This design comes from an exercise in tuning for small area and few clock cycles on the open sky130 flow, not from production work. The RTL was checked by simulation tests, not by an equivalence proof against the original design. Power is estimated from default activity; no workload was simulated.

File: design/flow/run.sh
#!/bin/bash
# synth_recipe.tcl (not shown) runs the flow's synth.tcl, then flattens the netlist and writes it again
# the make line also repeats each setting of config.mk as NAME=value (left out here)
make -C /OpenROAD-flow-scripts/flow DESIGN_CONFIG=/design/flow/config.mk WORK_HOME=/design/flow/orfs CLKGATE_MAP_FILE= SYNTH_SCRIPT=/design/flow/synth_recipe.tcl finish
File: design/flow/config.mk
export PLATFORM = sky130hd
export DESIGN_NAME = lenet
export DESIGN_NICKNAME = lenet
export VERILOG_FILES = /design/flow/design.v
export SDC_FILE = /design/flow/constraint.sdc
export NUM_CORES = 8
export LEC_CHECK = 0
export CAP_MARGIN = 20
export CORE_MARGIN = 2
export CORE_UTILIZATION = 40
export SLEW_MARGIN = 20
File: design/flow/constraint.sdc
create_clock -name core_clock -period 11.0 [get_ports {clk}]
set_input_delay 2.2000 -clock core_clock [delete_from_list [all_inputs] [get_ports {clk}]]
set_output_delay 2.2000 -clock core_clock [all_outputs]
set_load 0.01 [all_outputs]
File: design/flow/design.v
module lenet (
    input wire clk,
    input wire rst_n,
    input wire compute_start,
    output reg compute_finish,
    input wire [31:0] scale_CONV1,
    input wire [31:0] scale_CONV2,
    input wire [31:0] scale_CONV3,
    input wire [31:0] scale_FC1,
    input wire [31:0] scale_FC2,
    output reg [ 3:0] sram_weight_wea0,
    output reg [15:0] sram_weight_addr0,
    output reg [31:0] sram_weight_wdata0,
    input wire [31:0] sram_weight_rdata0,
    output reg [ 3:0] sram_weight_wea1,
    output reg [15:0] sram_weight_addr1,
    output reg [31:0] sram_weight_wdata1,
    input wire [31:0] sram_weight_rdata1,
    output reg [ 3:0] sram_act_wea0,
    output reg [15:0] sram_act_addr0,
    output reg [31:0] sram_act_wdata0,
    input wire [31:0] sram_act_rdata0,
    output reg [ 3:0] sram_act_wea1,
    output reg [15:0] sram_act_addr1,
    output reg [31:0] sram_act_wdata1,
    input wire [31:0] sram_act_rdata1
);
reg rst_n_d,  compute_start_d,compute_finish_d;
reg  signed [31:0] scale_CONV1_d, scale_CONV2_d, scale_CONV3_d, scale_FC1_d, scale_FC2_d;
reg [3:0] sram_weight_wea0_d, sram_weight_wea1_d, sram_act_wea0_d, sram_act_wea1_d;
reg [15:0] sram_weight_addr0_d, sram_weight_addr1_d, sram_act_addr0_d, sram_act_addr1_d;
reg [31:0] sram_weight_wdata0_d, sram_weight_wdata1_d, sram_act_wdata0_d, sram_act_wdata1_d;
reg signed[7:0] sram_weight_rdata0_d [3:0];
reg signed[7:0] sram_weight_rdata1_d [3:0];
reg signed [7:0] sram_act_rdata0_d [3:0];
reg signed [7:0] sram_act_rdata1_d [3:0];
integer i;
always@(posedge clk)
begin 
        compute_start_d <= compute_start;
        scale_CONV1_d <= scale_CONV1;
        scale_CONV2_d <= scale_CONV2;
        scale_CONV3_d <= scale_CONV3;
        scale_FC1_d <= scale_FC1;
        scale_FC2_d <= scale_FC2;
        {sram_weight_rdata0_d[3], sram_weight_rdata0_d[2], sram_weight_rdata0_d[1], sram_weight_rdata0_d[0]} <= sram_weight_rdata0;
        {sram_weight_rdata1_d[3], sram_weight_rdata1_d[2], sram_weight_rdata1_d[1], sram_weight_rdata1_d[0]} <= sram_weight_rdata1;
        {sram_act_rdata0_d[3], sram_act_rdata0_d[2], sram_act_rdata0_d[1], sram_act_rdata0_d[0]} <= sram_act_rdata0;
        {sram_act_rdata1_d[3], sram_act_rdata1_d[2], sram_act_rdata1_d[1], sram_act_rdata1_d[0]} <= sram_act_rdata1;
end
always@(posedge clk)begin
    sram_weight_wea0 <= 0;
    sram_weight_wea1 <= 0;
    sram_weight_wdata0 <= 0;
    sram_weight_wdata1 <= 0;
    sram_act_wea1 <= 0;
end
parameter idle = 4'd0;
parameter load_addr = 4'd1;
parameter load_data0 = 4'd2;
parameter load_data1 = 4'd3;
parameter compute = 4'd4;
parameter to_zero = 4'd5;
parameter to_zero1 = 4'd6;
parameter wr_in_reg1 = 4'd7;
parameter wr_in_reg2 = 4'd8;
parameter reload_addr = 4'd9;
parameter finish = 4'd10;
(* synthesis, fsm_state = "onehot" *) reg [3:0] next_state, state;
(* synthesis, fsm_state = "onehot" *) reg [2:0] next_state1, state1;
reg [2:0] localcounter , localcounter_next;
reg [4:0] outputchannelcounter , outputchannelcounter_next;
reg [2:0] intputchannelcounter , intputchannelcounter_next;
reg [2:0] colcounter, colcounter_next;
reg [3:0] rowcounter , rowcounter_next;
reg [8:0] writecounter_sram , writecounter_sram_next;
reg [1:0] writecounter, writecounter_next;
reg [5:0] coumput_cnt , coumput_cnt_next;
reg startcom1;
reg startcom2;
reg done0;
reg done1;
reg write_enable , write_enable_next;
wire  signed [24:0] psum [7:0];
reg   signed [24:0] psum_o0 [3:0];
wire signed [24:0] out_max[1:0];
wire signed [7:0] out_actq[1:0];
reg  signed [31:0] scale;
wire signed [7:0] in [4:0];
wire signed [7:0] we [3:0];
reg  signed [7:0] weight_buffer1 [4:0];
wire [24:0] psum_to_actq ;
always @(posedge clk) begin
    if(!rst_n)begin
        scale <= 0;
    end
    else begin
        case (state1)
            0: scale <= scale_CONV1_d;
            1: scale <= scale_CONV2_d;
            2: scale <= scale_CONV3_d;
            3: scale <= scale_FC1_d;
            default: scale <= 0;
        endcase
    end
end
always@(posedge clk)begin
    if(!rst_n)begin
        state1 <= 0;
    end
    else begin
        state1 <= next_state1;
    end
end
always @(*) begin
    next_state1 = 0;
    case(state1)
        0 : begin
            if(sram_act_addr0 == 591 && state == reload_addr) next_state1 = 1;
            else next_state1 = 0;
        end
        1 : begin
            if(outputchannelcounter == 16 && state == reload_addr) next_state1 = 2;
            else next_state1 = 1;
        end
        2: begin
            if (sram_act_addr0 == 721 ) next_state1 = 3;
            else next_state1 = 2;
        end
        3: begin
            if (sram_act_addr0 == 742 ) next_state1 = 4;
            else next_state1 = 3;
        end
        4: next_state1 = 4;
        default: next_state1 = 0;
    endcase
end
always@(posedge clk)begin
    if(!rst_n) state <= idle;
    else state <= next_state;
end
always@(*)begin
    case(state)
        idle: begin
            if(compute_start_d) next_state = load_addr;
            else next_state = idle;
        end
        load_addr: next_state = load_data0;
        load_data0: next_state = load_data1;
        load_data1: next_state = compute;
        compute: begin
            case(state1)
            0 : begin
                if(coumput_cnt == 4) next_state = to_zero;
                else next_state = compute;
            end
            1 : begin
                if(coumput_cnt == 34) next_state = to_zero;
                else next_state = compute;
            end
            2 : begin
                if(coumput_cnt == 49) next_state = to_zero;
                else next_state = compute;
            end
            3 : begin
                if(coumput_cnt == 14) next_state = to_zero;
                else next_state = compute;
            end
            4 : begin
                if(coumput_cnt == 10) next_state = to_zero;
                else next_state = compute;
            end
            default: next_state = idle;
            endcase
        end
        to_zero: begin
            case(state1)
            0 : begin
                if(writecounter == 2 || colcounter == 7) next_state = to_zero1;
                else next_state = compute; 
            end
            1 : begin
                if(writecounter == 2 || colcounter == 3 || writecounter == 3) next_state = to_zero1;
                else next_state = compute;
            end
            2,3 : begin
                if(writecounter == 3) next_state = wr_in_reg2;
                else next_state = compute;
            end
            4 : next_state = wr_in_reg2;
            default: next_state = idle;
            endcase
        end
        to_zero1 : next_state = wr_in_reg1; 
        wr_in_reg1: next_state = wr_in_reg2;
        wr_in_reg2: next_state = reload_addr;
        reload_addr:begin
            case(state1)
                0 : begin
                    if(sram_act_addr0 == 591) next_state = load_addr;
                    else next_state = load_data0;
                end
                1 : begin
                    if(outputchannelcounter == 16) next_state = load_addr;
                    else next_state = load_data0;
                end
                2 : begin
                    if(sram_act_addr0 == 721) next_state = load_addr;
                    else next_state = load_data0;
                end
                3 : begin
                    if(sram_act_addr0 == 742) next_state = load_addr;
                    else next_state = load_data0;
                end
                4 : begin
                    if(sram_act_addr0 == 752) next_state = finish;
                    else next_state = load_data0;
                end
                default: next_state = idle;
            endcase 
        end
        finish: next_state = idle;
        default: next_state = idle;
    endcase
end
always@(posedge clk)begin
    if(!rst_n) compute_finish <= 0;
    else begin
        if(state == finish) compute_finish <= 1;
        else compute_finish <= 0;
    end
end
 always@(*)begin
    case(state)
        compute: begin
            if(localcounter == 1) startcom1 = 0;
            else startcom1 = 1;
        end
        default: startcom1 = 0;
    endcase
 end
 always@(posedge clk)begin
    if(startcom1) startcom2 <= 1;
    else startcom2 <= 0;
 end
always@(posedge clk) begin
    if(!rst_n) done0 <= 0;
    else begin
        if(state == to_zero) done0 <= 1;
        else done0 <= 0;
    end
end
always@(posedge clk)begin
    if(done0) done1 <= 1;
    else done1 <= 0; 
end
 always@(*)begin
    case(state1)
    0, 1 : begin
        case(state)
            load_data0 , load_data1 , compute , to_zero:  begin
                if(localcounter == 5) localcounter_next = 0;
                else localcounter_next = localcounter + 1;
            end
            default : localcounter_next = 0;
        endcase
    end
    default : localcounter_next = 0;
    endcase
end
always@(posedge clk)begin
    if(!rst_n) localcounter <= 0;
    else localcounter <= localcounter_next;
end
always@(*)begin
    case(state)
        compute : coumput_cnt_next = coumput_cnt + 1;
        default : coumput_cnt_next = 0;
    endcase
end
always@(posedge clk)begin
    if(!rst_n) coumput_cnt <= 0;
    else coumput_cnt <= coumput_cnt_next;
end
always@(*)begin
    if(coumput_cnt==1 && state1 == 0) colcounter_next = colcounter + 1;
    else if (coumput_cnt == 32 && state1 == 1) colcounter_next = colcounter + 1;
    else if (state == wr_in_reg1) begin
        if(colcounter == 7) colcounter_next = 0;
        else colcounter_next = colcounter;
    end
    else if (state == wr_in_reg2 && state1 == 1 && colcounter == 3) colcounter_next = 0;
    else colcounter_next = colcounter;
end
always@(posedge clk)begin
    if(!rst_n) colcounter <= 0;
    else colcounter <= colcounter_next;
end
always@(*)begin
    case(state1)
    0:begin
        if(colcounter == 6 && coumput_cnt == 1) rowcounter_next = rowcounter + 1;
        else if (rowcounter == 14) rowcounter_next = 0;
        else rowcounter_next = rowcounter;
    end
    1 : begin
        if(colcounter == 3 && coumput_cnt == 33) rowcounter_next = rowcounter + 1;
        else if (rowcounter == 5) rowcounter_next = 0;
        else rowcounter_next = rowcounter;
    end
    default: rowcounter_next = 0;
    endcase
end
always@(posedge clk)begin
    if(!rst_n) rowcounter <= 0;
    else rowcounter <= rowcounter_next;
end
always@(*)begin
    if (coumput_cnt == 32) intputchannelcounter_next = 0;
    else if(state1 == 1 && localcounter == 4) intputchannelcounter_next = intputchannelcounter + 1;
    else intputchannelcounter_next = intputchannelcounter;
end 
always@(posedge clk)begin
    if(!rst_n) intputchannelcounter <= 0;
    else intputchannelcounter <= intputchannelcounter_next;
end
always@(*)begin
    case(state1)
        0 : begin
            if(rowcounter == 14) outputchannelcounter_next = outputchannelcounter + 1;
            else if (outputchannelcounter == 6) outputchannelcounter_next = 0;
            else outputchannelcounter_next = outputchannelcounter;
        end
        1 : begin
            if(rowcounter == 5) outputchannelcounter_next = outputchannelcounter + 1;
            else if (outputchannelcounter == 16 && state == reload_addr) outputchannelcounter_next = 0;
            else outputchannelcounter_next = outputchannelcounter;
        end
        4 : begin
            if(coumput_cnt == 9) outputchannelcounter_next = outputchannelcounter + 1;
            else outputchannelcounter_next = outputchannelcounter;
        end
        default: outputchannelcounter_next = 0;
    endcase
end
always@(posedge clk)begin
    if(!rst_n) outputchannelcounter <= 0;
    else outputchannelcounter <= outputchannelcounter_next;
end
always@(*)begin
    if (state1 == 4) writecounter_next = 0;
    else if(write_enable) begin
        if(state1 == 1 && colcounter == 3) writecounter_next = writecounter + 1;
        else if (state1 > 1) writecounter_next = writecounter + 1;
        else writecounter_next = writecounter + 2;
    end
    else if (state == reload_addr && state1 == 0) writecounter_next = 0;
    else writecounter_next = writecounter;
end
always@(posedge clk)begin
    if(!rst_n) writecounter <= 0;
    else writecounter <= writecounter_next;
end
always@(*)begin
    if(done1 && state1 < 2 ) write_enable_next = 1;
    else if (state1 == 1 && colcounter == 3) write_enable_next = 0;
    else if (state1 > 1 && state == to_zero) write_enable_next = 1;
    else write_enable_next = 0;
end
always@(posedge clk)begin
    if(!rst_n) write_enable <= 0;
    else write_enable <= write_enable_next;
end
always@(posedge clk)begin
    if(!rst_n) sram_act_wdata1 <= 0;
    else if (write_enable && writecounter == 3) sram_act_wdata1 <= {24'b0 , out_actq[1]};
    else sram_act_wdata1 <= sram_act_wdata1;
end
always@(posedge clk)begin
    if(!rst_n) sram_act_wea0 <= 0 ;
    else begin
        if(state == wr_in_reg2 || (state1 >1 && state == to_zero1)) sram_act_wea0 <= 4'b1111;
        else sram_act_wea0 <= 0;
    end
end
always@(posedge clk)begin
    if(!rst_n) sram_act_wdata0 <= 0 ;
    else begin
        if(write_enable) begin
            if(state1 == 1 && colcounter == 3)begin
                case(writecounter)
                0: sram_act_wdata0        <= {24'b0 ,out_actq[0]};
                1: sram_act_wdata0[15:0]  <=  {out_actq[0] , sram_act_wdata1[7:0]};  
                2: sram_act_wdata0[23:16] <=  out_actq[0];  
                3: sram_act_wdata0[31:24] <=  out_actq[0];  
                default: sram_act_wdata0  <= 0;
                endcase
            end
            else begin
                if(state1 < 2) begin
                    case(writecounter)
                    0: sram_act_wdata0        <= {16'b0 ,out_actq[1], out_actq[0]};   
                    1: begin
                        if (colcounter == 2) sram_act_wdata0[23:0] <= {out_actq[1],out_actq[0] , sram_act_wdata1[7:0]};
                        else sram_act_wdata0[23:8]  <=  {out_actq[1],out_actq[0]};  
                    end
                    2: sram_act_wdata0[31:16] <=  {out_actq[1],out_actq[0]};  
                    3: sram_act_wdata0[31:24] <= out_actq[0];  
                    default: sram_act_wdata0  <= 0;
                    endcase
                end
                else begin
                    case(writecounter)
                    0: begin
                        if(state1 == 4) sram_act_wdata0 <= {{{7{psum[0][24]}},psum[0]} + {{7{psum[3][24]}},psum[3]} + {sram_weight_rdata0_d[3],sram_weight_rdata0_d[2],sram_weight_rdata0_d[1],sram_weight_rdata0_d[0]}};   
                        else sram_act_wdata0        <= {24'b0,out_actq[0]};   
                    end
                    1: sram_act_wdata0[15:8]  <=  out_actq[0];  
                    2: sram_act_wdata0[23:16] <=  out_actq[0];  
                    3: sram_act_wdata0[31:24] <=  out_actq[0];  
                    default: sram_act_wdata0  <= 0;
                    endcase
                end
            end
        end
        else sram_act_wdata0 <= sram_act_wdata0;
    end
end
always@(*)begin
    case(state)
        reload_addr : begin
            case(state1)
                0,2,3,4 : writecounter_sram_next = writecounter_sram + 1; 
                1 : begin
                    if(writecounter == 0) writecounter_sram_next = writecounter_sram + 1;
                    else writecounter_sram_next = writecounter_sram;
                end
                default: writecounter_sram_next = 0;
            endcase
        end
        wr_in_reg2 : begin
            if(writecounter == 3 && colcounter != 3 & state1 == 1) writecounter_sram_next = writecounter_sram + 1;
            else writecounter_sram_next = writecounter_sram;
        end
        default: writecounter_sram_next = writecounter_sram;
    endcase
end
always@(posedge clk)begin
    if(!rst_n) writecounter_sram <= 0;
    else writecounter_sram <= writecounter_sram_next;
end
reg [15:0] sram_act_addr0_next;
reg [15:0] sram_act_addr1_next;
always@(*)begin
    case (state)
        idle: begin
            sram_act_addr0_next = 0;
            sram_act_addr1_next = 0;
        end
        load_addr: begin
            case(state1)
                0 : begin
                    sram_act_addr0_next = 0;
                    sram_act_addr1_next = 1;
                end
                1 : begin
                    sram_act_addr0_next = 256;
                    sram_act_addr1_next = 257;
                end
                2 : begin
                    sram_act_addr0_next = 592;
                    sram_act_addr1_next = 593;
                end
                3 : begin
                    sram_act_addr0_next = 692;
                    sram_act_addr1_next = 693;
                end
                4 : begin
                    sram_act_addr0_next = 722;
                    sram_act_addr1_next = 723;
                end
                default: begin
                    sram_act_addr0_next = 0;
                    sram_act_addr1_next = 0;
                end
            endcase
        end
        compute: begin
            case(state1)
                0 : begin
                    if(coumput_cnt == 3) begin
                        sram_act_addr0_next = 0 + colcounter + (rowcounter << 4);
                        sram_act_addr1_next = 1 + colcounter + (rowcounter << 4);
                    end
                    else begin
                        sram_act_addr0_next = sram_act_addr0 + 8; 
                        sram_act_addr1_next = sram_act_addr1 + 8;
                    end
                end
                1 : begin
                    if(localcounter == 5) begin
                        sram_act_addr0_next = 256 + colcounter + (rowcounter << 3) + intputchannelcounter * 56;
                        sram_act_addr1_next = 257 + colcounter + (rowcounter << 3) + intputchannelcounter * 56;
                    end
                    else begin
                        sram_act_addr0_next = sram_act_addr0 + 4; 
                        sram_act_addr1_next = sram_act_addr1 + 4;
                    end
                end
                2 : begin
                        if(coumput_cnt == 48) begin
                            sram_act_addr0_next = 592 ;
                            sram_act_addr1_next = 593 ;
                        end
                        else begin
                            sram_act_addr0_next = sram_act_addr0 + 2; 
                            sram_act_addr1_next = sram_act_addr1 + 2;
                        end
                end
                3 : begin
                        if(coumput_cnt == 13) begin
                            sram_act_addr0_next = 692 ;
                            sram_act_addr1_next = 693 ;
                        end
                        else begin
                            sram_act_addr0_next = sram_act_addr0 + 2; 
                            sram_act_addr1_next = sram_act_addr1 + 2;
                        end
                end
                4 : begin
                        sram_act_addr0_next = sram_act_addr0 + 2; 
                        sram_act_addr1_next = sram_act_addr1 + 2;
                end
                default: begin
                    sram_act_addr0_next = 0;
                    sram_act_addr1_next = 0;
                end
            endcase
        end
        wr_in_reg2 : begin          
            sram_act_addr0_next = 256 + writecounter_sram; 
            sram_act_addr1_next = 257 + writecounter_sram;
        end
        reload_addr : begin
            case(state1)
            0 : begin 
                sram_act_addr0_next = 0 + colcounter + (rowcounter << 4);
                sram_act_addr1_next = 1 + colcounter + (rowcounter << 4);
            end 
            1 : begin
                sram_act_addr0_next = 256 + colcounter + (rowcounter << 3) + intputchannelcounter * 56;
                sram_act_addr1_next = 257 + colcounter + (rowcounter << 3) + intputchannelcounter * 56;
            end
            2 : begin
                sram_act_addr0_next = 592;
                sram_act_addr1_next = 593;
            end
            3 : begin
                sram_act_addr0_next = 692;
                sram_act_addr1_next = 693;
            end
            4 : begin
                sram_act_addr0_next = 722;
                sram_act_addr1_next = 723;
            end
            default: begin
                sram_act_addr0_next = 0;
                sram_act_addr1_next = 0;
            end
            endcase
        end
        default: begin
            case(state1)
                0 : begin
                    sram_act_addr0_next = sram_act_addr0 + 8; 
                    sram_act_addr1_next = sram_act_addr1 + 8;
                end
                1 : begin
                    sram_act_addr0_next = sram_act_addr0 + 4; 
                    sram_act_addr1_next = sram_act_addr1 + 4;
                end
                2,3,4 : begin
                    sram_act_addr0_next = sram_act_addr0 + 2; 
                    sram_act_addr1_next = sram_act_addr1 + 2;
                end
                default: begin
                    sram_act_addr0_next = 0; 
                    sram_act_addr1_next = 0;
                end
            endcase
        end
    endcase
end
always@(posedge clk)begin
    if(!rst_n) begin
        sram_act_addr0 <= 0 ;
        sram_act_addr1 <= 0 ;
    end
    else begin
        sram_act_addr0 <= sram_act_addr0_next;
        sram_act_addr1 <= sram_act_addr1_next;
    end
end
reg [15:0] sram_weight_addr0_next;
reg [15:0] sram_weight_addr1_next;
always@(*)begin
    case (state)
        idle: begin
            sram_weight_addr0_next = 0;
            sram_weight_addr1_next = 0;
        end
        load_addr: begin
            case(state1)
            0 : begin
                sram_weight_addr0_next = 0;
                sram_weight_addr1_next = 1;
            end
            1 : begin
                sram_weight_addr0_next = 60;
                sram_weight_addr1_next = 61;
            end
            2 : begin
                sram_weight_addr0_next = 1020;
                sram_weight_addr1_next = 1021;
            end
            3 : begin
                sram_weight_addr0_next = 13020;
                sram_weight_addr1_next = 13021;
            end
            4 : begin
                sram_weight_addr0_next = 15540;
                sram_weight_addr1_next = 15541;
            end
            default: begin
                sram_weight_addr0_next = 0;
                sram_weight_addr1_next = 0;
            end
            endcase
        end
        compute: begin
            case(state1) 
                0 : begin
                    if(coumput_cnt == 3) begin
                        sram_weight_addr0_next = 0 + 10 * outputchannelcounter;
                        sram_weight_addr1_next = 1 + 10 * outputchannelcounter;
                    end
                    else begin
                        sram_weight_addr0_next = sram_weight_addr0 + 2; 
                        sram_weight_addr1_next = sram_weight_addr1 + 2;
                    end
                end
                1 : begin
                    if(coumput_cnt == 33) begin
                        sram_weight_addr0_next = 60 + 60 * outputchannelcounter;
                        sram_weight_addr1_next = 61 + 60 * outputchannelcounter;
                    end
                    else if (localcounter == 4) begin
                        sram_weight_addr0_next = sram_weight_addr0;
                        sram_weight_addr1_next = sram_weight_addr1;
                    end
                    else begin
                        sram_weight_addr0_next = sram_weight_addr0 + 2; 
                        sram_weight_addr1_next = sram_weight_addr1 + 2;
                    end
                end
                2 : begin
                    if(coumput_cnt == 48) begin
                        sram_weight_addr0_next = sram_weight_addr0 ; 
                        sram_weight_addr1_next = sram_weight_addr1 ;
                    end
                    else begin
                        sram_weight_addr0_next = sram_weight_addr0 + 2; 
                        sram_weight_addr1_next = sram_weight_addr1 + 2;
                    end
                end
                3 : begin
                    if(coumput_cnt == 13) begin
                        sram_weight_addr0_next = sram_weight_addr0 ; 
                        sram_weight_addr1_next = sram_weight_addr1 ;
                    end
                    else begin
                        sram_weight_addr0_next = sram_weight_addr0 + 2; 
                        sram_weight_addr1_next = sram_weight_addr1 + 2;
                    end
                end
                4 : begin
                    if(coumput_cnt == 9) begin
                        sram_weight_addr0_next = 15750 + outputchannelcounter; 
                        sram_weight_addr1_next = sram_weight_addr1 ;
                    end
                    else begin
                        sram_weight_addr0_next = sram_weight_addr0 + 2; 
                        sram_weight_addr1_next = sram_weight_addr1 + 2;
                    end
                end
                default: begin
                    sram_weight_addr0_next = 0;
                    sram_weight_addr1_next = 0;
                end
            endcase
        end
        reload_addr : begin
            case(state1)
                    0 : begin 
                        sram_weight_addr0_next = 0 + 10 * outputchannelcounter;
                        sram_weight_addr1_next = 1 + 10 * outputchannelcounter;
                    end
                    1 : begin
                        sram_weight_addr0_next = 60 + 60 * outputchannelcounter;
                        sram_weight_addr1_next = 61 + 60 * outputchannelcounter;
                    end
                    2,3 : begin
                        sram_weight_addr0_next = sram_weight_addr0 - 6;
                        sram_weight_addr1_next = sram_weight_addr1 - 6;
                    end
                    4 : begin
                        sram_weight_addr0_next = 15540 + outputchannelcounter * 21;
                        sram_weight_addr1_next = 15541 + outputchannelcounter * 21;
                    end
                    default: begin
                        sram_weight_addr0_next = 0;
                        sram_weight_addr1_next = 0;
                    end
                endcase
        end
        default: begin
            sram_weight_addr0_next = sram_weight_addr0 + 2; 
            sram_weight_addr1_next = sram_weight_addr1 + 2;
        end
    endcase
end
always@(posedge clk)begin
    if(!rst_n) begin
        sram_weight_addr0 <= 0 ;
        sram_weight_addr1 <= 0 ;
    end
    else begin
        sram_weight_addr0 <= sram_weight_addr0_next;
        sram_weight_addr1 <= sram_weight_addr1_next;
    end
end
always@(posedge clk)begin
        weight_buffer1[0] <= sram_weight_rdata0_d[0];
        weight_buffer1[1] <= sram_weight_rdata0_d[1];
        weight_buffer1[2] <= sram_weight_rdata0_d[2];
        weight_buffer1[3] <= sram_weight_rdata0_d[3];
        weight_buffer1[4] <= sram_weight_rdata1_d[0];
end
maxpool maxpool0(
    .clk(clk),
    .rst_n(rst_n),
    .in_data0(psum_o0[0]),
    .in_data1(psum_o0[1]),
    .in_data2(psum[4]),
    .in_data3(psum[5]),
    .out_data(out_max[0])
);
maxpool maxpool1(
    .clk(clk),
    .rst_n(rst_n),
    .in_data0(psum_o0[2]),
    .in_data1(psum_o0[3]),
    .in_data2(psum[6]),
    .in_data3(psum[7]),
    .out_data(out_max[1])
);
assign psum_to_actq = (state1 > 1) ? psum[0]+psum[3] : out_max[0];
actq actq0(
    .M(scale[24:0]),
    .in_data(psum_to_actq),
    .out_data(out_actq[0])
);
actq actq1(
    .M(scale[24:0]),
    .in_data(out_max[1]),
    .out_data(out_actq[1])
);
assign in[0] = (state1 > 1 ) ? 0 : sram_act_rdata0_d[3];
assign in[1] = (state1 > 1 ) ? 0 : sram_act_rdata1_d[0];
assign in[2] = (state1 == 4 && coumput_cnt == 10) ? 0 : sram_act_rdata1_d[1];
assign in[3] = (state1 == 4 && coumput_cnt == 10) ? 0 : sram_act_rdata1_d[2];
assign in[4] = (state1 == 4 && coumput_cnt == 10) ? 0 : sram_act_rdata1_d[3];
assign we[0] = (state1 > 1 ) ? sram_weight_rdata1_d[1] : sram_weight_rdata0_d[2];
assign we[1] = (state1 > 1 ) ? sram_weight_rdata1_d[2] : sram_weight_rdata0_d[3];
assign we[2] = (state1 > 1 ) ? sram_weight_rdata1_d[3] : sram_weight_rdata1_d[0];
assign we[3] = (state1 == 4 && coumput_cnt == 10) ? 0 : sram_act_rdata1_d[0];
always@(posedge clk)begin
    psum_o0[0] <= psum[0];
    psum_o0[1] <= psum[1];
    psum_o0[2] <= psum[2];
    psum_o0[3] <= psum[3];
end
pe pe00(
    .clk(clk),
    .rst_n(rst_n),
    .compute_start(startcom1),
    .done(done0),
    .in_data0(sram_act_rdata0_d[0]),
    .in_data1(sram_act_rdata0_d[1]),
    .in_data2(sram_act_rdata0_d[2]),
    .in_data3(sram_act_rdata0_d[3]),
    .in_data4(we[3]),
    .weight_data0(sram_weight_rdata0_d[0]),
    .weight_data1(sram_weight_rdata0_d[1]),
    .weight_data2(sram_weight_rdata0_d[2]),
    .weight_data3(sram_weight_rdata0_d[3]),
    .weight_data4(sram_weight_rdata1_d[0]),
    .out_data(psum[0])
);
pe pe01(
    .clk(clk),
    .rst_n(rst_n),
    .compute_start(startcom1),
    .done(done0),
    .in_data0(sram_act_rdata0_d[1]),
    .in_data1(sram_act_rdata0_d[2]),
    .in_data2(sram_act_rdata0_d[3]),
    .in_data3(sram_act_rdata1_d[0]),
    .in_data4(sram_act_rdata1_d[1]),
    .weight_data0(sram_weight_rdata0_d[0]),
    .weight_data1(sram_weight_rdata0_d[1]),
    .weight_data2(sram_weight_rdata0_d[2]),
    .weight_data3(sram_weight_rdata0_d[3]),
    .weight_data4(sram_weight_rdata1_d[0]),
    .out_data(psum[1])
);
pe pe02(
    .clk(clk),
    .rst_n(rst_n),
    .compute_start(startcom1),
    .done(done0),
    .in_data0(sram_act_rdata0_d[2]),
    .in_data1(sram_act_rdata0_d[3]),
    .in_data2(sram_act_rdata1_d[0]),
    .in_data3(sram_act_rdata1_d[1]),
    .in_data4(sram_act_rdata1_d[2]),
    .weight_data0(sram_weight_rdata0_d[0]),
    .weight_data1(sram_weight_rdata0_d[1]),
    .weight_data2(sram_weight_rdata0_d[2]),
    .weight_data3(sram_weight_rdata0_d[3]),
    .weight_data4(sram_weight_rdata1_d[0]),
    .out_data(psum[2])
);
pe pe03(
    .clk(clk),
    .rst_n(rst_n),
    .compute_start(startcom1),
    .done(done0),
    .in_data0(in[0]),
    .in_data1(in[1]),
    .in_data2(in[2]),
    .in_data3(in[3]),
    .in_data4(in[4]),
    .weight_data0(sram_weight_rdata0_d[0]),
    .weight_data1(sram_weight_rdata0_d[1]),
    .weight_data2(we[0]),
    .weight_data3(we[1]),
    .weight_data4(we[2]),
    .out_data(psum[3])
);
pe pe10(
    .clk(clk),
    .rst_n(rst_n),
    .compute_start(startcom2),
    .done(done1),
    .in_data0(sram_act_rdata0_d[0]),
    .in_data1(sram_act_rdata0_d[1]),
    .in_data2(sram_act_rdata0_d[2]),
    .in_data3(sram_act_rdata0_d[3]),
    .in_data4(sram_act_rdata1_d[0]),
    .weight_data0(weight_buffer1[0]),
    .weight_data1(weight_buffer1[1]),
    .weight_data2(weight_buffer1[2]),
    .weight_data3(weight_buffer1[3]),
    .weight_data4(weight_buffer1[4]),
    .out_data(psum[4])
);
pe pe11(
    .clk(clk),
    .rst_n(rst_n),
    .compute_start(startcom2),
    .done(done1),
    .in_data0(sram_act_rdata0_d[1]),
    .in_data1(sram_act_rdata0_d[2]),
    .in_data2(sram_act_rdata0_d[3]),
    .in_data3(sram_act_rdata1_d[0]),
    .in_data4(sram_act_rdata1_d[1]),
    .weight_data0(weight_buffer1[0]),
    .weight_data1(weight_buffer1[1]),
    .weight_data2(weight_buffer1[2]),
    .weight_data3(weight_buffer1[3]),
    .weight_data4(weight_buffer1[4]),
    .out_data(psum[5])
);
pe pe12(
    .clk(clk),
    .rst_n(rst_n),
    .compute_start(startcom2),
    .done(done1),
    .in_data0(sram_act_rdata0_d[2]),
    .in_data1(sram_act_rdata0_d[3]),
    .in_data2(sram_act_rdata1_d[0]),
    .in_data3(sram_act_rdata1_d[1]),
    .in_data4(sram_act_rdata1_d[2]),
    .weight_data0(weight_buffer1[0]),
    .weight_data1(weight_buffer1[1]),
    .weight_data2(weight_buffer1[2]),
    .weight_data3(weight_buffer1[3]),
    .weight_data4(weight_buffer1[4]),
    .out_data(psum[6])
);
pe pe13(
    .clk(clk),
    .rst_n(rst_n),
    .compute_start(startcom2),
    .done(done1),
    .in_data0(sram_act_rdata0_d[3]),
    .in_data1(sram_act_rdata1_d[0]),
    .in_data2(sram_act_rdata1_d[1]),
    .in_data3(sram_act_rdata1_d[2]),
    .in_data4(sram_act_rdata1_d[3]),
    .weight_data0(weight_buffer1[0]),
    .weight_data1(weight_buffer1[1]),
    .weight_data2(weight_buffer1[2]),
    .weight_data3(weight_buffer1[3]),
    .weight_data4(weight_buffer1[4]),
    .out_data(psum[7])
);
endmodule
module pe (
    input clk,
    input rst_n,
    input compute_start,
    input done,
    input signed [7:0] in_data0,
    input signed [7:0] in_data1,
    input signed [7:0] in_data2,
    input signed [7:0] in_data3,
    input signed [7:0] in_data4,
    input signed [7:0] weight_data0,
    input signed [7:0] weight_data1,
    input signed [7:0] weight_data2,
    input signed [7:0] weight_data3,
    input signed [7:0] weight_data4,
    output reg signed [24:0] out_data
);
    integer i;
    reg signed [15:0] product [4:0];
    wire signed [15:0] product_next [4:0];
    assign product_next[0] = (compute_start) ? in_data0 * weight_data0  : 0;
    assign product_next[1] = (compute_start) ? in_data1 * weight_data1  : 0;
    assign product_next[2] = (compute_start) ? in_data2 * weight_data2  : 0;
    assign product_next[3] = (compute_start) ? in_data3 * weight_data3  : 0;
    assign product_next[4] = (compute_start) ? in_data4 * weight_data4  : 0;
    always@(posedge clk)begin
        for(i = 0; i < 5; i = i + 1)begin
            product[i] <= product_next[i];
        end
    end
    wire signed [24:0] out_data_next;
    assign out_data_next = (done) ? 0 : ((((product[0] + product[1]) + (product[2] + product[3])) + product[4]) + out_data);
    always@(posedge clk)begin
        if(!rst_n) out_data <= 0;
        else out_data <= out_data_next;
    end
endmodule
module maxpool (
    input clk,
    input rst_n,
    input signed [24:0] in_data0,
    input signed [24:0] in_data1,
    input signed [24:0] in_data2,
    input signed [24:0] in_data3,
    output reg signed [24:0] out_data
);
    wire signed [24:0] temp0,temp1,temp2;
    assign temp0 = (in_data0 > in_data1) ? in_data0 : in_data1;
    assign temp1 = (in_data2 > in_data3) ? in_data2 : in_data3;
    assign temp2 = (temp0 > temp1) ? temp0 : temp1;
    always @(posedge clk) begin
        if(!rst_n) out_data <= 0;
        else out_data <= temp2;
    end
endmodule
module actq (
    input signed [24:0] M,
    input signed [24:0] in_data,
    output wire signed [7:0] out_data
);
    wire signed [7:0] data;
    wire signed [24:0] temp;
    assign temp =  (M * in_data) >>> 16;
    assign data =  (temp > 127) ? 127 : (temp < -128) ? -128 : temp;
    assign out_data = (in_data > 0) ? data : 0;
endmodule
==> results.toml <==
[drt]
num_vias = 141077
routed_wirelength_um = 574000
drc = 0
postRouteAntennaNets = 0
drt-initial-drc-count = 9307
drt-pass1-iter-count = 6
wl_per_cell_um = 20.8
via_per_inst = 5.11

[place]
gp_congestion = 0.941
placed_cells = 27244
io_buffers = 339
hpwl_um = 443000

[cells_and_area]
fin_util_pct = 43.6
fill_cells = 47085
area_growth_pct = 8.61
num-nets-final = 26444
drive_gt1_share_pct = 3.93
layout.cells.non_filler = 27620

[yosys]
ys_types = 92
synth_top_area_share_pct = 31.4
synthesis.area_per_instance_um2 = 9.14
yosysTopAreaCell = "fa_1"
syn_area_mm2 = 0.193
ys_seq_area_share_pct = 14.9
async_flop_share_pct = 0
synth_warnings = 16
synth-edff-count = 0
syn_inst = 21143
synthTopCellsByArea = "fa_1 31%, dfxtp_1 15%, ha_1 14%"
synth_top_flop_cell = "dfxtp_1"
ys_ff_latch = 1436

[clock_network]
h-tree-depth = 4
cts_setup_buffers = 0
clkTransAtPathRegs_ns = 0.06
clk_latency_ns = 0.97
cts_made_buffers = 194
cts.hold.buffers_added = 0
clkSinkCount = 1436
cts.path.max_buffers = 4
cts_resized = 0
cts_tree = "built"
root_buffer = "clkbuf_16"

[global_routing]
grt_pass1_vias = 146375
grt_pass1_wl_um = 888000
grt_max_degree = 113
grt.overflow.total = 0
antenna_found_initial = 51
gr-usage-all-layers_pct = 23.7

[outcome]
outcome = "finished clean"

[worst_hold_path]
hp-start = "pe01.out_data[0]$_SDFF_PP0_"
hold_depth = 0
worstHoldEndpoint = "psum_o0[1][0]$_DFF_P_"
hold_path_class = "reg -> reg"

[floorplan]
coreArea_mm2 = 0.482
dieWidth_um = 699
die-area_mm2 = 0.489
start_util_pct = 40.1
rows = 255
io_pins = 500
die_h_um = 699

[critical_path]
regToRegSetupSlack_ns = 0.65
crit_fanout = 9
worstReg2RegEnd = "sram_act_wdata0[14]$_SDFFE_PN0P_"
crit_top_cell = "fa_1"
crit_arrival_ns = 11.20
reg2reg_from = "pe03.out_data[0]$_SDFF_PP0_"
r2r_cells = 34
crit_slowest_cell = "fa_1"
cp_slowest_stage_delay_ns = 0.58
end_kind = "flop"
worstSetupStartpointType = "flop"
path_class = "reg -> reg"
cp_top_family = "adder cells"
cp.buffers_inverters = 3
worst_ep_required_time_ns = 11.85

[sta]
setup_viol = 0
layout_min_cycle_time_ns = 10.35
relSlewSlack_pct = 6.44
finClkSkew_ns = 0.0855
hold_violations = 0
fin_tns_setup_ns = 0
final-max-slew-violation-count = 0
whs_ns = 0.362
max_freq_ghz = 0.0966
post-route-period-util_pct = 94.1
worstMarginPinSlew_ns = 1.36
rsz0062_at_grt = "no"

[power_and_ir_drop]
p_leak_nw = 101
vdd_drop_max_mv = 0.240
switching_share_pct = 47.7
pwr-share-seq_pct = 16.1
internal_power_mw = 22.2
p_clk_share_pct = 16.2
p_per_area_mw_per_mm2 = 202
finalPower_mw = 42.5
power_switching_mw = 20.2
comb_power_share_pct = 67.7

[job]
cap_viol_max_count = 0
[power groups by stage]
stage          logic, mW  registers (mW)  clock network (mW)
4_1_cts             28.9            6.83                7.06
5_1_grt             32.7            6.92                7.24
3_5_place_dp        28.7            6.93                   0
6_report            28.7            6.83                6.88
3_3_place_gp        28.3            6.93                   0
2_1_floorplan       21.8            6.41                   0
[cell families (layout without fill, tap and decap cells)]
kind of cell    after synthesis  after routing  share of synthesized area (%)
xor+xnor                   1279           1279                           5.88
flops                      1436           1436                           14.9
compound gates             2656           2656                           8.53
fa+ha+maj                  5137           5137                           45.0
buf+inv                    4684           4616                           9.30
simple gates               5802           5802                           15.5
mux                         148            148                          0.837
other cells                   1            121                        0.00194
[synth_stat cells, drive strengths merged, types with 68 or more instances]
master / n
a21o: 259
inv: 3671
nand3: 184
o21a: 101
nor2b: 275
nor3: 180
nand2: 1501
mux2i: 68
buf: 151
nand2b: 357
xnor2: 981
clkbuf: 859
nor2: 881
o21bai: 324
dfxtp: 1436
o21ai: 478
a211oi: 68
xor2: 287
and2: 2002
mux2: 78
ha: 2111
and3: 192
fa: 3026
a21oi: 973
[worst reg2reg max path: cells and delay by family, from the launching register on]
kind                       cells  cell delay [ns]
AOI/OAI and AO/OA              7             1.82
xor gates and xnor gates      10             2.58
adders and majority gates      9             3.97
buffers and inverters          3             0.23
DFF                            1             0.42
muxes                          1             0.39
and+or+nand+nor                4             0.85
[layer usage]
layer | wire (um) | global-route usage, % | vias up
li1 | - | - | 65403
met1 | 242000 | 31.0 | 70841
met2 | 266000 | 39.1 | 3927
met3 | 35600 | 3.20 | 904
met4 | 30200 | 10.5 | 2
met5 | 12 | 0 | -
[registers in the layout (all words and copies together) (netlist names), 32 cells and up]
name and count:
pe01.product 80, pe12.product 80, sram_weight_rdata1_d 32, pe03.product 80, pe00.product 80, psum_o0 100
pe02.product 80, weight_buffer1 40, sram_weight_rdata0_d 32, pe11.product 80, sram_act_rdata1_d 32, pe13.product 80
sram_act_wdata0 32, pe10.product 80, sram_act_rdata0_d 32
[stage by stage]
| step | area [um^2] | setup WS [ns] |
|---|---|---|
| final | 210000 | 0.646 |
| after global placement | 203000 | 0.768 |
| after detailed placement | 203000 | 0.692 |
| after floorplan | 194000 | 1.98 |
| after CTS | 210000 | 0.647 |
| after global routing | 210000 | 0.0673 |
[layout make-up]
type                            count  area, um^2  area share, %
Antenna cell                       21        52.6         0.0250
Clock buffer                      245        5330           2.54
Clock inverter                    109        1470          0.701
Inverter                         3674       13800           6.57
Multi-Input combinational cell  15122      147000           70.1
Sequential cell                  1436       28900           13.8
Tap cell                         6425        8040           3.83
Timing Repair Buffer              588        5280           2.51
[layout by cell type, fill, tap and decap left out, types with 46 or more instances in the layout]
cell type        synthesis  routed
nand2_1               1501    1501
clkdlybuf4s50_1          0     338
a211oi_1                68      66
mux2i_1                 67      59
dfxtp_1               1436    1361
nor3_1                 179     177
clkbuf_16                0     195
dfxtp_2                  0      69
o211ai_1                46      46
o22ai_1                 49      46
a31oi_1                 56      56
a21oi_1                971     970
o21ai_0                468     463
buf_4                  103     247
a21o_1                 259     259
nand4_1                 56      56
ha_1                  2111    2111
nor2_1                 880     874
nor2b_1                274     274
fa_1                  3026    3026
nand3_1                184     183
nand2b_1               357     355
conb_1                   1     100
xor2_1                 287     287
inv_1                 3670    3668
a22oi_1                 49      49
o21a_1                 101     101
and3_1                 192     191
mux2_2                  78      78
o21bai_1               324     324
and2_1                2001    2001
xnor2_1                981     980
[worst max path at each step]
stage,endpoint,depth (start not counted),slack (ns),start
floorplan,sram_act_wdata0[20]$_SDFFE_PN0P_,35,1.98,pe00.out_data[0]$_SDFF_PP0_
global placement,sram_act_wdata0[14]$_SDFFE_PN0P_,34,0.77,pe03.out_data[0]$_SDFF_PP0_
detailed placement,sram_act_wdata0[14]$_SDFFE_PN0P_,34,0.69,pe03.out_data[0]$_SDFF_PP0_
CTS,sram_act_wdata0[14]$_SDFFE_PN0P_,34,0.65,pe03.out_data[0]$_SDFF_PP0_
global route,sram_act_wdata0[2]$_SDFFE_PN0P_,34,0.07,pe03.out_data[0]$_SDFF_PP0_
finish,sram_act_wdata0[14]$_SDFFE_PN0P_,34,0.65,pe03.out_data[0]$_SDFF_PP0_
Testbench counts, summed over its fixed seeds: cycles 919,240.

-- afterwards: timing with drivers on the ports --
In the flow no input, the clock included, has a driving cell. The finished layout below was timed again as built, in two steps. Step 1, drivers: a clkbuf_16 drives clk and a buf_2 each remaining input, both assumed. Step 2 adds t to the input delays and takes it off the output delays; t is the mean of the earliest and latest rising clock arrival at the registers after step 1. Input paths then give back, and output paths get back, about the clock's delay inside the block. Three values: ideal ports, drivers, drivers and shift; two values: the first two.
shift t [ns]: 1.052
setup slack, ns: 0.646 / 0.646 / 0.646
worst hold slack (ns): 0.362 / 0.362 / 0.362
slew at the worst register clock pin (ns): 0.08 / 0.08
After both steps setup and hold are still met in this run. For this run, drivers alone change the setup slack by 0.000 ns; drivers and shift together by 0.000 ns.
